What follows belongs to an exercise in optimizing a design on an open flow for small area and a short achievable clock period; a production flow would make more cautious choices. Function was checked by simulation only, so behaviour that the tests miss may differ from the original. No driver is modelled on the clock port, so clock power and skew are understated where the tree is cut down; a real chip needs a root buffer or a tree.

==> inputs of run Z <==
==> flow/design.v (excerpt) <==
module matrix_alu (
    input  wire         clk,
    input  wire         resetn,
    input  wire [31:0]  A,
    input  wire [31:0]  B,
    input  wire [1:0]   op,
    output wire [127:0] C
);
==> flow/config.mk <==
export PLATFORM = sky130hd
export DESIGN_NAME = matrix_alu
export DESIGN_NICKNAME = matrix_alu
export VERILOG_FILES = /design/flow/design.v
export SDC_FILE = /design/flow/constraint.sdc
export NUM_CORES = 4
export LEC_CHECK = 0
export CAP_MARGIN = 20
export CORE_MARGIN = 2
export CORE_UTILIZATION = 40
export SETUP_SLACK_MARGIN = 1.0
export SLEW_MARGIN = 20
export SYNTH_HIERARCHICAL = 1
export SYNTH_MINIMUM_KEEP_SIZE = 0
==> flow/constraint.sdc <==
create_clock -name core_clock -period 6.5 [get_ports {clk}]
set_input_delay 1.3000 -clock core_clock [delete_from_list [all_inputs] [get_ports {clk}]]
set_output_delay 1.3000 -clock core_clock [all_outputs]
set_load 0.01 [all_outputs]
standard.sh (not shown) runs the stock make flow with config.mk's settings and CLKGATE_MAP_FILE= SYNTH_SCRIPT=/design/flow/synth_recipe.tcl, a recipe that flattens the netlist after the stock synthesis.
==> flow/flow/run.sh <==
#!/bin/bash
# Own layout flow: the standard ORFS flow (standard synthesis unchanged),
# with small, fast port buffers (buf_2 instead of the default delay buffer).
set -euo pipefail
bash standard.sh BUFFER_PORTS_ARGS="-buffer_cell sky130_fd_sc_hd__buf_2" finish > orfs_flow.log 2>&1
==> inputs of run H, as changes to run Z <==
==> flow/flow/run.sh (replaced) <==
#!/bin/bash
# Own layout flow: the standard ORFS flow (standard synthesis unchanged),
# with small, fast port buffers (buf_2 instead of the default delay buffer),
# after CTS a two-level clock tree of 4 root and 8 leaf buffers
# (flow/clock_tree.tcl), and clock nets routed on met3 and up.
set -euo pipefail
export CLK_NBUF=4 CLK_LEVELS=2
bash standard.sh BUFFER_PORTS_ARGS="-buffer_cell sky130_fd_sc_hd__buf_2" \
  POST_CTS_TCL="$PWD/flow/clock_tree.tcl" MIN_CLK_ROUTING_LAYER=met3 \
  finish > orfs_flow.log 2>&1
==> flow/flow/clock_tree.tcl (new file) <==
# POST_CTS hook: replace the clock tree that CTS built with a single level of
# buffers: the clock port drives NBUF clkbuf_16 cells, each placed at the
# centre of its group of registers and driving that group directly. Every
# register gets the same one-buffer clock path, so the tree adds less
# insertion delay than the two-level tree.
set nbuf 4
if { [info exists ::env(CLK_NBUF)] } { set nbuf $::env(CLK_NBUF) }
set levels 1
if { [info exists ::env(CLK_LEVELS)] } { set levels $::env(CLK_LEVELS) }
set block [ord::get_db_block]
set clk_port_net [[$block findBTerm clk] getNet]

# registers: every instance with a CLK pin
set sinks {}
foreach inst [$block getInsts] {
  set it [$inst findITerm CLK]
  if { $it != "NULL" && $it != "" } { lappend sinks $it }
}
# old tree: clock nets other than the port net, and the cells driving them
set old_insts {}
set old_nets {}
foreach net [$block getNets] {
  if { [$net getSigType] != "CLOCK" } { continue }
  if { $net == $clk_port_net } { continue }
  lappend old_nets $net
}
foreach net $old_nets {
  foreach it [$net getITerms] {
    set inst [$it getInst]
    if { [[$inst getMaster] getName] ne "" && [$inst findITerm CLK] == "NULL" } {
      if { [lsearch $old_insts $inst] < 0 } { lappend old_insts $inst }
    }
  }
}
foreach it [$clk_port_net getITerms] {
  set inst [$it getInst]
  if { [$inst findITerm CLK] == "NULL" && [lsearch $old_insts $inst] < 0 } { lappend old_insts $inst }
}
puts "clock_tree: [llength $sinks] registers, removing [llength $old_insts] cells and [llength $old_nets] nets"
foreach it $sinks { $it disconnect }
foreach inst $old_insts { odb::dbInst_destroy $inst }
foreach net $old_nets { odb::dbNet_destroy $net }

# group registers by x into nbuf equal slices, sorted by x then y
set pts {}
foreach it $sinks {
  set bb [[$it getInst] getBBox]
  lappend pts [list [expr {([$bb xMin] + [$bb xMax]) / 2}] [expr {([$bb yMin] + [$bb yMax]) / 2}] $it]
}
# recursive bisection: split each group in half along its wider side
proc split_groups { pts parts } {
  if { $parts <= 1 } { return [list $pts] }
  set xs {}; set ys {}
  foreach p $pts { lappend xs [lindex $p 0]; lappend ys [lindex $p 1] }
  set xs [lsort -integer $xs]; set ys [lsort -integer $ys]
  set dx [expr { [lindex $xs end] - [lindex $xs 0] }]
  set dy [expr { [lindex $ys end] - [lindex $ys 0] }]
  set idx [expr { $dx >= $dy ? 0 : 1 }]
  set pts [lsort -integer -index $idx $pts]
  set h [expr { [llength $pts] / 2 }]
  set k [expr { $parts / 2 }]
  return [concat [split_groups [lrange $pts 0 [expr {$h - 1}]] $k] \
                 [split_groups [lrange $pts $h end] $k]]
}
set groups [split_groups $pts $nbuf]
set master [[ord::get_db] findMaster sky130_fd_sc_hd__clkbuf_16]
# nleaf groups of registers, each driven by a leaf buffer at its centre;
# with two levels, the port drives nbuf buffers that each drive
# nleaf/nbuf leaf buffers
set nleaf [expr { $nbuf * $levels }]
set groups [split_groups $pts $nleaf]
set leaves {}
set g 0
foreach grp $groups {
  set sx 0; set sy 0
  foreach p $grp { incr sx [lindex $p 0]; incr sy [lindex $p 1] }
  set cx [expr { $sx / [llength $grp] }]
  set cy [expr { $sy / [llength $grp] }]
  set inst [odb::dbInst_create $block $master clkbuf_leaf_$g]
  $inst setLocation $cx $cy
  $inst setPlacementStatus PLACED
  set net [odb::dbNet_create $block clknet_leaf_$g]
  $net setSigType CLOCK
  [$inst findITerm X] connect $net
  foreach p $grp { [lindex $p 2] connect $net }
  lappend leaves [list $cx $cy $inst]
  incr g
}
if { $levels == 1 } {
  foreach l $leaves { [[lindex $l 2] findITerm A] connect $clk_port_net }
} else {
  set g 0
  foreach grp [split_groups $leaves $nbuf] {
    set sx 0; set sy 0
    foreach p $grp { incr sx [lindex $p 0]; incr sy [lindex $p 1] }
    set inst [odb::dbInst_create $block $master clkbuf_root_$g]
    $inst setLocation [expr { $sx / [llength $grp] }] [expr { $sy / [llength $grp] }]
    $inst setPlacementStatus PLACED
    set net [odb::dbNet_create $block clknet_root_$g]
    $net setSigType CLOCK
    [$inst findITerm A] connect $clk_port_net
    [$inst findITerm X] connect $net
    foreach p $grp { [[lindex $p 2] findITerm A] connect $net }
    incr g
  }
}
detailed_placement
check_placement -verbose
estimate_parasitics -placement
global_connect
report_clock_skew
report_worst_slack
report_check_types -max_slew -max_capacitance
CORE_UTILIZATION = 55   (was 40)
==> inputs of run E, as changes to run Z <==
SETUP_SLACK_MARGIN = 0.7   (was 1.0)
==> results.sh <==
export IMPL_sh_seq_area_pct=14.37
export IMPL_status="finished clean"
export IMPL_core_area_um2=34290
export IMPL_worst_path_stages=12
export IMPL_antenna_cells=0
export IMPL_regArea_um2=2293
export IMPL_cts_resized=3
export IMPL_p_comb_share_pct=59.7
# the run above: run E

==> results.sh <==
export IMPL_p_comb_share_pct=60.2
export IMPL_antenna_cells=0
export IMPL_worst_path_stages=11
export IMPL_cts_resized=29
export IMPL_status="finished clean"
# the run above: run Z

==> results.sh <==
export IMPL_sh_seq_area_pct=14.69
export IMPL_antenna_cells=1
export IMPL_regArea_um2=2318
export IMPL_core_area_um2=24960
export IMPL_synth_enable_flop_cells=0
export IMPL_p_comb_share_pct=60.3
export IMPL_p_per_area_nw_per_um2=253.0
export IMPL_status="finished clean"
# the run above: run H

In run H the design's own scripts or RTL, not TritonCTS, make the clock network.

-- port drivers added, routing unchanged --
The flow's constraints put no driver on any port. The routed layouts listed below were extracted and timed again, unchanged, in two steps.
Step 1: set_driving_cell puts a clkbuf_16 on clk and a buf_2 on each other input, an assumption about the parent block.
Step 2 times the ports against the registers' clock, not the clock port: input delays grow and output delays shrink by t, the midpoint of the rising clock arrivals with the driver on.
Slacks: ideal / step 1 / step 2; pairs: ideal / step 1.
run	t, ns	setup WS [ns]	worst setup path at the end	worst register clock-pin slew, ns	worst data-port slew with drivers (ns)
run Z	0.427	1.040 / 0.988 / 1.416	register to output	0.10 / 0.10	0.06
run H	0.379	1.066 / 0.962 / 1.341	register to output	0.08 / 0.08	0.04
run E	0.429	0.714 / 0.662 / 1.091	register to output	0.10 / 0.10	0.06
After both steps every run listed still meets setup and hold.
